Context: an optimization exercise on an open-source flow, tuned for small area, a short achievable clock period and few clock cycles. The choices shown serve that exercise and are no tape-out recipe.
Where RTL was checked, it was by simulation tests only, not by an equivalence proof against the original.

==> v10 <==
==> flow/design.v <==
`timescale 1 ns / 100 ps
module hex2dec (
    input start,
    input [15:0] hex_data,
    output [7:0] ascii_data,
    output valid,
    output ready,
    input clk,
    input rstn
);
    reg [16:0] r;
    reg [3:0]  q;
    reg [2:0]  ph;       
    assign valid = (ph <= 3'd4);
    assign ready = (ph == 3'd4) || (ph == 3'd7);
    wire accept = start & ready;
    function automatic ge(input [15:0] x, input [15:0] k);
        integer i;
        begin
            ge = 1'b1;
            for (i = 0; i < 16; i = i + 1)
                ge = k[i] ? (x[i] & ge) : (x[i] | ge);
        end
    endfunction
    reg [9:0] c;
    integer j;
    always @(*) begin
        c = 10'd0;
        for (j = 1; j < 10; j = j + 1)
            if (q == j[3:0])
                c = 10'((j * 625) % 1024);
    end
    wire [13:0] m = {r[13:4] - c, r[3:0]};
    wire [16:0] r_step = {2'b00, m, 1'b0} + {m, 3'b000};
    wire [9:0] gm;
    wire [6:0] gx;
    assign gm[0] = 1'b1;
    assign gx[0] = 1'b1;
    genvar k;
    generate
        for (k = 1; k < 10; k = k + 1) begin : cmpm
            assign gm[k] = ge({5'd0, m[13:3]}, 125 * k);
        end
        for (k = 1; k < 7; k = k + 1) begin : cmpx
            assign gx[k] = ge({4'd0, hex_data[15:4]}, 625 * k);
        end
    endgenerate
    wire [9:0] ohm = gm & ~{1'b0, gm[9:1]};
    wire [6:0] ohx = gx & ~{1'b0, gx[6:1]};
    reg [3:0] qm, qx;
    always @(*) begin
        qm = 4'd0;
        qx = 4'd0;
        for (j = 1; j < 10; j = j + 1)
            qm = qm | ({4{ohm[j]}} & j[3:0]);
        for (j = 1; j < 7; j = j + 1)
            qx = qx | ({4{ohx[j]}} & j[3:0]);
    end
    always @(posedge clk) begin
        r <= accept ? {1'b0, hex_data} : r_step;
        q <= accept ? qx : qm;
    end
    reg [2:0] ph_next;
    always @(*)
        if (accept)
            ph_next = 3'd0;
        else if (ph >= 3'd4)
            ph_next = 3'd7;
        else
            ph_next = ph + 3'd1;
    always @(posedge clk or negedge rstn)
        if (!rstn)
            ph <= 3'd6;
        else
            ph <= ph_next;
    assign ascii_data = {4'h3, q};
endmodule
==> flow/flow/run.sh <==
#!/bin/bash
# Own layout flow: the standard synthesis, then its combinational logic mapped
# again by ABC for area (flip-flops kept as the standard synthesis made them:
# same instances, names and cells), then the standard flow from floorplan on.
set -euo pipefail
W=$(pwd)
R=$W/orfs/results/$FLOW_PLATFORM/hex2dec/base
L=$W/orfs/logs/$FLOW_PLATFORM/hex2dec/base
LIB=$FLOW_HOME/platforms/$FLOW_PLATFORM/lib/sky130_fd_sc_hd__tt_025C_1v80.lib
YOSYS=yosys
[[ -x $FLOW_HOME/../tools/install/yosys/bin/yosys ]] && YOSYS=$FLOW_HOME/../tools/install/yosys/bin/yosys
# ABC script for the second mapping: delay-targeted mapping with gate sizing
ABC_ARGS="-script $W/flow/abc.script"

bash standard.sh synth > $W/log_standard_synth.txt 2>&1
cp $R/1_2_yosys.v $W/standard_1_2_yosys.v

$YOSYS -q -l $W/log_cells.txt -p "read_liberty -ignore_miss_func $LIB; write_verilog -noattr $W/cells_all.v" > /dev/null
python3 $W/flow/comb_cells.py $W/cells_all.v $W/cells_comb.v

DU=$(grep -o -- "-dont_use [^ ]*" $L/1_2_yosys.log | sort -u | tr '\n' ' ')
cat > $W/resynth.ys <<EOY
read_liberty -lib $LIB
read_verilog $W/standard_1_2_yosys.v
hierarchy -top $FLOW_TOP
techmap -map $W/cells_comb.v
techmap
opt -fast
opt -purge
abc $ABC_ARGS -liberty $LIB $DU
opt_clean -purge
hilomap -singleton -hicell sky130_fd_sc_hd__conb_1 HI -locell sky130_fd_sc_hd__conb_1 LO
insbuf -buf sky130_fd_sc_hd__buf_4 A X
opt_clean -purge
stat -liberty $LIB
check -assert -mapped
write_verilog -noattr -nohex -nodec $W/resynth.v
EOY
$YOSYS -l $W/log_resynth.txt $W/resynth.ys > /dev/null
cp $W/resynth.v $R/1_2_yosys.v
rm -f $R/1_synth.odb
bash standard.sh "BUFFER_PORTS_ARGS=-buffer_cell sky130_fd_sc_hd__buf_1" finish > $W/log_standard_finish.txt 2>&1
==> flow/flow/abc.script <==
strash
balance
rewrite
refactor
balance
rewrite
rewrite -z
balance
refactor -z
rewrite -z
balance
balance
rewrite
refactor
balance
rewrite
rewrite -z
balance
refactor -z
rewrite -z
balance
dch -f
map -D 1700
buffer
upsize -D 1700
dnsize -D 1700
==> flow/flow/comb_cells.py <==
# Keep the combinational cells from Yosys's functional models of the
# library (read_liberty output): no flip-flops, latches, tie or tristate cells.
import re, sys
src = open(sys.argv[1]).read()
out = []
for body, name in re.findall(r'(module (\S+?)\(.*?endmodule)', src, re.S):
    if 'always' in body or ' reg ' in body or 'conb' in name or "'z" in body or 'bz' in body:
        continue
    if 'assign' not in body:
        continue
    out.append(body)
open(sys.argv[2], 'w').write('\n\n'.join(out) + '\n')
==> flow/standard.sh <==
#!/bin/bash
# synth_recipe.tcl (not shown) runs the flow's synth.tcl, then flattens the netlist and writes it again
# the make line also repeats each setting of config.mk as NAME=value (left out here)
make -C /OpenROAD-flow-scripts/flow DESIGN_CONFIG=/design/flow/config.mk WORK_HOME=/design/flow/orfs CLKGATE_MAP_FILE= SYNTH_SCRIPT=/design/flow/synth_recipe.tcl "${@:-finish}"
==> flow/config.mk <==
export PLATFORM = sky130hd
export DESIGN_NAME = hex2dec
export DESIGN_NICKNAME = hex2dec
export VERILOG_FILES = /design/flow/design.v
export SDC_FILE = /design/flow/constraint.sdc
export NUM_CORES = 4
export LEC_CHECK = 0
export CAP_MARGIN = 20
export CORE_MARGIN = 2
export CORE_UTILIZATION = 40
export SETUP_SLACK_MARGIN = 2.9
export SLEW_MARGIN = 20
==> flow/constraint.sdc <==
create_clock -name core_clock -period 6.0 [get_ports {clk}]
set_input_delay 1.2000 -clock core_clock [delete_from_list [all_inputs] [get_ports {clk}]]
set_output_delay 1.2000 -clock core_clock [all_outputs]
set_load 0.01 [all_outputs]
==> inputs of v36, as changes to v10 <==
==> flow/design.v (replaced) <==
`timescale 1 ns / 100 ps
module hex2dec (
    input start,
    input [15:0] hex_data,
    output [7:0] ascii_data,
    output reg valid,
    output reg ready,
    input clk,
    input rstn
);
    reg [16:0] r;
    reg [3:0]  dig;
    reg [2:0]  ph;       
    wire accept = start & ready;
    function automatic ge(input [12:0] x, input [12:0] k);
        integer i;
        begin
            ge = 1'b1;
            for (i = 0; i < 13; i = i + 1)
                ge = k[i] ? (x[i] & ge) : (x[i] | ge);
        end
    endfunction
    wire [12:0] rh = r[16:4];
    wire [9:0] g;
    assign g[0] = 1'b1;
    genvar k;
    generate
        for (k = 1; k < 10; k = k + 1) begin : cmp
            assign g[k] = ge(rh, 625 * k);
        end
    endgenerate
    wire [9:0] oh = g & ~{1'b0, g[9:1]};     
    reg [3:0]  q;
    reg [11:0] c;        
    integer j;
    always @(*) begin
        q = 4'd0;
        c = 12'd0;
        for (j = 1; j < 10; j = j + 1) begin
            q = q | ({4{oh[j]}} & j[3:0]);
            c = c | ({12{oh[j]}} & 12'((j * 3125) % 4096));
        end
    end
    wire [16:0] t = {r[15:0], 1'b0} + {r[13:0], 3'b000};    
    wire [16:0] r_next = {t[16:5] - c, t[4:0]};
    always @(posedge clk)
        r <= accept ? {1'b0, hex_data} : r_next;
    always @(posedge clk)
        dig <= q;
    always @(posedge clk or negedge rstn)
        if (!rstn) begin
            ph <= 3'd7;
            valid <= 1'b0;
            ready <= 1'b0;
        end else begin
            valid <= (ph != 3'd7);
            if (accept)
                ph <= 3'd0;
            else if (ph == 3'd4)
                ph <= 3'd7;
            else if (ph != 3'd7)
                ph <= ph + 3'd1;
            ready <= ~accept & (ph == 3'd3 || ph == 3'd4 || ph == 3'd7);
        end
    assign ascii_data = {4'h3, dig};
endmodule
--- a/flow/flow/abc.script
+++ b/flow/flow/abc.script
@@ -22,5 +22,5 @@
 dch -f
-map -D 1700
+map -D 1800
 buffer
-upsize -D 1700
-dnsize -D 1700
+upsize -D 1800
+dnsize -D 1800
--- a/flow/config.mk
+++ b/flow/config.mk
@@ -10,3 +10,3 @@
 export CORE_UTILIZATION = 40
-export SETUP_SLACK_MARGIN = 2.9
+export GPL_TIMING_DRIVEN = 0
 export SLEW_MARGIN = 20
==> inputs of v25, as changes to v10 <==
==> flow/design.v (replaced) <==
`timescale 1 ns / 100 ps
module hex2dec (
    input start,
    input [15:0] hex_data,
    output [7:0] ascii_data,
    output reg valid,
    output ready,
    input clk,
    input rstn
);
    reg [16:0] r;
    reg [3:0]  dig;
    reg [2:0]  ph;       
    assign ready = (ph == 3'd4) || (ph == 3'd7);
    wire accept = start & ready;
    function automatic ge(input [12:0] x, input [12:0] k);
        integer i;
        begin
            ge = 1'b1;
            for (i = 0; i < 13; i = i + 1)
                ge = k[i] ? (x[i] & ge) : (x[i] | ge);
        end
    endfunction
    wire [12:0] rh = r[16:4];
    wire [9:0] g;
    assign g[0] = 1'b1;
    genvar k;
    generate
        for (k = 1; k < 10; k = k + 1) begin : cmp
            assign g[k] = ge(rh, 625 * k);
        end
    endgenerate
    wire [9:0] oh = g & ~{1'b0, g[9:1]};     
    reg [3:0]  q;
    reg [11:0] c;        
    integer j;
    always @(*) begin
        q = 4'd0;
        c = 12'd0;
        for (j = 1; j < 10; j = j + 1) begin
            q = q | ({4{oh[j]}} & j[3:0]);
            c = c | ({12{oh[j]}} & 12'((j * 3125) % 4096));
        end
    end
    wire [16:0] t = {r[15:0], 1'b0} + {r[13:0], 3'b000};    
    wire [16:0] r_next = {t[16:5] - c, t[4:0]};
    always @(posedge clk)
        r <= accept ? {1'b0, hex_data} : r_next;
    always @(posedge clk)
        dig <= q;
    always @(posedge clk or negedge rstn)
        if (!rstn) begin
            ph <= 3'd6;
            valid <= 1'b0;
        end else begin
            valid <= (ph <= 3'd4);
            if (accept)
                ph <= 3'd0;
            else if (ph >= 3'd4)
                ph <= 3'd7;
            else
                ph <= ph + 3'd1;
        end
    assign ascii_data = {4'h3, dig};
endmodule
--- a/flow/flow/abc.script
+++ b/flow/flow/abc.script
@@ -22,5 +22,5 @@
 dch -f
-map -D 1700
+map -D 1800
 buffer
-upsize -D 1700
-dnsize -D 1700
+upsize -D 1800
+dnsize -D 1800
--- a/flow/config.mk
+++ b/flow/config.mk
@@ -10,3 +10,2 @@
 export CORE_UTILIZATION = 40
-export SETUP_SLACK_MARGIN = 2.9
 export SLEW_MARGIN = 20
==> summary.txt <==
wl on met1: 2790 um
GR Util met3: 0.0188
Setup crit end: r[16]$_SDFF_PP0_
outcome: no timing/DRC/antenna violations
Data arrival, critical path: 3.18 ns
Rel. slew slack: 0.625
# the run above: v36

==> summary.txt <==
Rel. slew slack: 0.518
outcome: no timing/DRC/antenna violations
Setup crit end: r[15]$_DFF_P_
GR Util met3: 0.0233
Data arrival, critical path: 3.14 ns
wl on met1: 2490 um
# the run above: v25

==> summary.txt <==
outcome: no timing/DRC/antenna violations
Setup crit end: q[1]$_DFF_P_
Rel. slew slack: 0.540
# the run above: v10

Testbench counts of v10, summed over its fixed seeds: cycles 1,928.
Testbench counts of v36, summed over its fixed seeds: cycles 1,936.
Function not checked in v25: the RTL went through the layout flow alone.

* * *

==> build 46: inputs <==
hex2dec, a different RTL version from the one above (not shown whole).
==> module hex2dec, before the edit <==
module hex2dec (
    input start,
    input [15:0] hex_data,
    output [7:0] ascii_data,
    output valid,
    output ready,
    input clk,
    input rstn
);
    localparam IDLE = 3'd5;
    reg [16:0] r;
    reg [2:0]  ph;       
    assign ready = ph[2];                  
    assign valid = (ph != IDLE);
    wire accept = start & ready;
    function automatic [16:0] padd(input [16:0] a, input [16:0] b, input cin);
        reg [16:0] g, p, gg, pp;
        integer i, d;
        begin
            g = a & b;
            p = a ^ b;
            gg = g;
            pp = p;
            for (d = 1; d < 17; d = d * 2)
                for (i = 0; i < 17; i = i + 1)
                    if ((i / d) % 2 == 1) begin
                        gg[i] = gg[i] | (pp[i] & gg[(i / d) * d - 1]);
                        pp[i] = pp[i] & pp[(i / d) * d - 1];
                    end
            padd = p ^ {gg[15:0] | (pp[15:0] & {16{cin}}), cin};
        end
    endfunction
    wire [12:0] rh = r[16:4];
    reg [3:0] q;
    reg [11:0] c;        
    always @(*) begin
        if      (rh >= 13'd5625) begin q = 4'd9; c = 12'(9*3125); end
        else if (rh >= 13'd5000) begin q = 4'd8; c = 12'(8*3125); end
        else if (rh >= 13'd4375) begin q = 4'd7; c = 12'(7*3125); end
        else if (rh >= 13'd3750) begin q = 4'd6; c = 12'(6*3125); end
        else if (rh >= 13'd3125) begin q = 4'd5; c = 12'(5*3125); end
        else if (rh >= 13'd2500) begin q = 4'd4; c = 12'(4*3125); end
        else if (rh >= 13'd1875) begin q = 4'd3; c = 12'(3*3125); end
        else if (rh >= 13'd1250) begin q = 4'd2; c = 12'(2*3125); end
        else if (rh >= 13'd625)  begin q = 4'd1; c = 12'(1*3125); end
        else                     begin q = 4'd0; c = 12'd0; end
    end
    wire [16:0] t = padd({r[15:0], 1'b0}, {r[13:0], 3'b000}, 1'b0);
    wire [16:0] s = padd({5'd0, t[16:5]}, {5'h1f, ~c}, 1'b1);
    wire [16:0] r_next = {s[11:0], t[4:0]};
    always @(posedge clk)
        r <= accept ? {1'b0, hex_data} : r_next;
    always @(posedge clk or negedge rstn)
        if (!rstn)
            ph <= IDLE;
        else if (accept)
            ph <= 3'd0;
        else if (ph == 3'd4)
            ph <= IDLE;
        else if (ph != IDLE)
            ph <= ph + 3'd1;
    assign ascii_data = {4'h3, q};
endmodule
Settings: LEC_CHECK=0, ABC_AREA=1, CAP_MARGIN=20, CORE_MARGIN=2, CORE_UTILIZATION=40, SLEW_MARGIN=20; clock period 6.0 ns.
run.sh (not shown) runs the stock make flow with config.mk's settings and CLKGATE_MAP_FILE= SYNTH_SCRIPT=/design/flow/synth_recipe.tcl, a recipe that flattens the netlist after the stock synthesis.
Stock flow here: none of the scripts above is used.
==> trial 21: changes against build 46 <==
==> flow/design.v (replaced) <==
`timescale 1 ns / 100 ps
module hex2dec (
    input start,
    input [15:0] hex_data,
    output [7:0] ascii_data,
    output reg valid,
    output reg ready,
    input clk,
    input rstn
);
    reg [16:0] r;
    reg [3:0]  dig;
    reg [2:0]  ph;       
    wire accept = start & ready;
    function automatic ge(input [12:0] x, input [12:0] k);
        integer i;
        begin
            ge = 1'b1;
            for (i = 0; i < 13; i = i + 1)
                ge = k[i] ? (x[i] & ge) : (x[i] | ge);
        end
    endfunction
    wire [12:0] rh = r[16:4];
    wire [9:0] g;
    assign g[0] = 1'b1;
    genvar k;
    generate
        for (k = 1; k < 10; k = k + 1) begin : cmp
            assign g[k] = ge(rh, 625 * k);
        end
    endgenerate
    wire [9:0] oh = g & ~{1'b0, g[9:1]};     
    reg [3:0]  q;
    reg [11:0] c;        
    integer j;
    always @(*) begin
        q = 4'd0;
        c = 12'd0;
        for (j = 1; j < 10; j = j + 1) begin
            q = q | ({4{oh[j]}} & j[3:0]);
            c = c | ({12{oh[j]}} & 12'((j * 3125) % 4096));
        end
    end
    wire [16:0] t = {r[15:0], 1'b0} + {r[13:0], 3'b000};    
    wire [16:0] r_next = {t[16:5] - c, t[4:0]};
    always @(posedge clk)
        r <= accept ? {1'b0, hex_data} : r_next;
    always @(posedge clk)
        dig <= q;
    always @(posedge clk or negedge rstn)
        if (!rstn) begin
            ph <= 3'd7;
            valid <= 1'b0;
            ready <= 1'b0;
        end else begin
            valid <= (ph != 3'd7);
            if (accept)
                ph <= 3'd0;
            else if (ph == 3'd4)
                ph <= 3'd7;
            else if (ph != 3'd7)
                ph <= ph + 3'd1;
            ready <= ~accept & (ph == 3'd3 || ph == 3'd4 || ph == 3'd7);
        end
    assign ascii_data = {4'h3, dig};
endmodule
==> flow/flow/run.sh (new file) <==
#!/bin/bash
# Own layout flow: the standard synthesis, then its combinational logic mapped
# again by ABC for area (flip-flops kept as the standard synthesis made them:
# same instances, names and cells), then the standard flow from floorplan on.
set -euo pipefail
W=$(pwd)
R=$W/orfs/results/$FLOW_PLATFORM/hex2dec/base
L=$W/orfs/logs/$FLOW_PLATFORM/hex2dec/base
LIB=$FLOW_HOME/platforms/$FLOW_PLATFORM/lib/sky130_fd_sc_hd__tt_025C_1v80.lib
YOSYS=yosys
[[ -x $FLOW_HOME/../tools/install/yosys/bin/yosys ]] && YOSYS=$FLOW_HOME/../tools/install/yosys/bin/yosys
# ABC script for the second mapping: delay-targeted mapping with gate sizing
ABC_ARGS="-script $W/flow/abc.script"

bash standard.sh synth > $W/log_standard_synth.txt 2>&1
cp $R/1_2_yosys.v $W/standard_1_2_yosys.v

$YOSYS -q -l $W/log_cells.txt -p "read_liberty -ignore_miss_func $LIB; write_verilog -noattr $W/cells_all.v" > /dev/null
python3 $W/flow/comb_cells.py $W/cells_all.v $W/cells_comb.v

DU=$(grep -o -- "-dont_use [^ ]*" $L/1_2_yosys.log | sort -u | tr '\n' ' ')
cat > $W/resynth.ys <<EOY
read_liberty -lib $LIB
read_verilog $W/standard_1_2_yosys.v
hierarchy -top $FLOW_TOP
techmap -map $W/cells_comb.v
techmap
opt -fast
opt -purge
abc $ABC_ARGS -liberty $LIB $DU
opt_clean -purge
hilomap -singleton -hicell sky130_fd_sc_hd__conb_1 HI -locell sky130_fd_sc_hd__conb_1 LO
insbuf -buf sky130_fd_sc_hd__buf_4 A X
opt_clean -purge
stat -liberty $LIB
check -assert -mapped
write_verilog -noattr -nohex -nodec $W/resynth.v
EOY
$YOSYS -l $W/log_resynth.txt $W/resynth.ys > /dev/null
cp $W/resynth.v $R/1_2_yosys.v
rm -f $R/1_synth.odb
bash standard.sh "BUFFER_PORTS_ARGS=-buffer_cell sky130_fd_sc_hd__buf_1" finish > $W/log_standard_finish.txt 2>&1
==> flow/flow/abc.script (new file) <==
strash
balance
rewrite
refactor
balance
rewrite
rewrite -z
balance
refactor -z
rewrite -z
balance
balance
rewrite
refactor
balance
rewrite
rewrite -z
balance
refactor -z
rewrite -z
balance
dch -f
map -D 1800
==> flow/flow/comb_cells.py (new file) <==
# Keep the combinational cells from Yosys's functional models of the
# library (read_liberty output): no flip-flops, latches, tie or tristate cells.
import re, sys
src = open(sys.argv[1]).read()
out = []
for body, name in re.findall(r'(module (\S+?)\(.*?endmodule)', src, re.S):
    if 'always' in body or ' reg ' in body or 'conb' in name or "'z" in body or 'bz' in body:
        continue
    if 'assign' not in body:
        continue
    out.append(body)
open(sys.argv[2], 'w').write('\n\n'.join(out) + '\n')
==> flow/standard.sh (new file) <==
#!/bin/bash
# synth_recipe.tcl (not shown) runs the flow's synth.tcl, then flattens the netlist and writes it again
# the make line also repeats each setting of config.mk as NAME=value (left out here)
make -C /OpenROAD-flow-scripts/flow DESIGN_CONFIG=/design/flow/config.mk WORK_HOME=/design/flow/orfs CLKGATE_MAP_FILE= SYNTH_SCRIPT=/design/flow/synth_recipe.tcl "${@:-finish}"
--- a/flow/config.mk
+++ b/flow/config.mk
@@ -6,7 +6,7 @@
 export NUM_CORES = 4
 export LEC_CHECK = 0
-export ABC_AREA = 1
 export CAP_MARGIN = 20
 export CORE_MARGIN = 2
 export CORE_UTILIZATION = 40
+export SETUP_SLACK_MARGIN = 3.1
 export SLEW_MARGIN = 20
removed: flow/run.sh
==> build 45: changes against build 46 <==
==> flow/design.v (replaced) <==
`timescale 1 ns / 100 ps
module hex2dec (
    input start,
    input [15:0] hex_data,
    output [7:0] ascii_data,
    output reg valid,
    output reg ready,
    input clk,
    input rstn
);
    reg [3:0]  dig;
    reg [2:0]  ph;       
    wire accept = start & ready;
    reg [16:0] r;        
    wire [12:0] rh = r[16:4];
    reg [3:0] q;
    reg [11:0] c;        
    always @(*) begin
        if      (rh >= 13'd5625) begin q = 4'd9; c = 12'(9*3125); end
        else if (rh >= 13'd5000) begin q = 4'd8; c = 12'(8*3125); end
        else if (rh >= 13'd4375) begin q = 4'd7; c = 12'(7*3125); end
        else if (rh >= 13'd3750) begin q = 4'd6; c = 12'(6*3125); end
        else if (rh >= 13'd3125) begin q = 4'd5; c = 12'(5*3125); end
        else if (rh >= 13'd2500) begin q = 4'd4; c = 12'(4*3125); end
        else if (rh >= 13'd1875) begin q = 4'd3; c = 12'(3*3125); end
        else if (rh >= 13'd1250) begin q = 4'd2; c = 12'(2*3125); end
        else if (rh >= 13'd625)  begin q = 4'd1; c = 12'(1*3125); end
        else                     begin q = 4'd0; c = 12'd0; end
    end
    wire [16:0] t = {r[15:0], 1'b0} + {r[13:0], 3'b000};    
    wire [16:0] r_next = {t[16:5] - c, t[4:0]};
    always @(posedge clk)
        r <= accept ? {1'b0, hex_data} : r_next;
    always @(posedge clk)
        dig <= q;
    always @(posedge clk or negedge rstn)
        if (!rstn) begin
            ph <= 3'd7;
            valid <= 1'b0;
            ready <= 1'b0;
        end else begin
            valid <= (ph != 3'd7);
            if (accept)
                ph <= 3'd0;
            else if (ph == 3'd4)
                ph <= 3'd7;
            else if (ph != 3'd7)
                ph <= ph + 3'd1;
            ready <= ~accept & (ph == 3'd3 || ph == 3'd4 || ph == 3'd7);
        end
    assign ascii_data = {4'h3, dig};
endmodule
==> qor summary <==
Crit path required time: build 45 6210 ps; trial 21 6170 ps; build 46 4800 ps
Period Utilization, post-route: build 45 0.549; trial 21 0.486; build 46 0.631
Seq_cells: build 45 26; trial 21 26; build 46 20
Bufs w/o clock: build 45 24; trial 21 33; build 46 24
Launching instance or port of the critical path: build 45 r[0]; trial 21 r[6]; build 46 r[12]
Number of clock sinks seen by CTS: build 45 26; trial 21 26; build 46 20
Clock network share of area: build 45 0.0239; trial 21 0.0176; build 46 0.0207
Area of the mapped netlist: build 45 2630 sq um; trial 21 2050 sq um; build 46 2310 sq um
Sequential cell area: build 45 549 sq um; trial 21 582 sq um; build 46 418 sq um
Quantity of gates resized following cts: build 45 0; trial 21 22; build 46 0
Synth Area in Compound Gates: build 45 0.147; trial 21 -; build 46 0.132
Async set-or-reset flop fraction in the synthesized netlist: build 45 0.192; trial 21 -; build 46 0.150
Sequential fraction of the synthesis area: build 45 0.209; trial 21 -; build 46 0.181
Detailed-routing wirelength on met1: build 45 3.10 mm; trial 21 2.71 mm; build 46 2.80 mm
Detailed-route via count: build 45 2,648; trial 21 2,393; build 46 2,287
Fill cell instance count of the final layout: build 45 684; trial 21 536; build 46 575
Result of the run: build 45 complete, no violations; trial 21 complete, no violations; build 46 complete, no violations
Global routing met2 resource utilization: build 45 0.337; trial 21 0.323; build 46 0.341
Number of non-clock inverters in the layout: build 45 74; trial 21 43; build 46 52
Testbench counts of trial 21, summed over its fixed seeds: cycles 1,936.
Testbench counts of build 45, summed over its fixed seeds: cycles 1,936.
The RTL of build 46 was laid out without a check of its function.

[re-timing with driven ports]
In the flow no input, the clock included, has a driving cell. The finished layouts below were timed again as built, in two steps. Step 1: set_driving_cell puts a clkbuf_16 on clk and a buf_2 on each other input, an assumption about the parent block. Step 2, shift: input delay + t, output delay - t, t = (earliest + latest rising clock arrival at the registers) / 2. This alone moves slack from input paths to output paths. Slacks: ideal / step 1 / step 2; pairs: ideal / step 1.
run	shift t [ns]	setup slack, ns	hold WS [ns]	slew at the worst register clock pin (ns)	pins driven straight from the clock port
v10	0.295	3.289 / 3.289 / 3.198	0.475 / 0.475 / 0.475	0.08 / 0.08	1
v36	0.304	3.001 / 3.001 / 3.001	0.486 / 0.486 / 0.486	0.10 / 0.10	1
v25	0.305	3.011 / 3.011 / 3.011	0.468 / 0.468 / 0.468	0.10 / 0.10	1
build 46	0.290	2.215 / 2.190 / 2.480	0.479 / 0.479 / 0.479	0.08 / 0.08	1
trial 21	0.295	3.082 / 3.082 / 3.082	0.470 / 0.470 / 0.470	0.10 / 0.10	1
build 45	0.296	2.704 / 2.704 / 2.704	0.477 / 0.477 / 0.477	0.09 / 0.09	1
After both steps every run listed still meets setup and hold. The setup slack of v10, which loses most, moves by 0.000 ns with the drivers and by -0.091 ns with both steps.
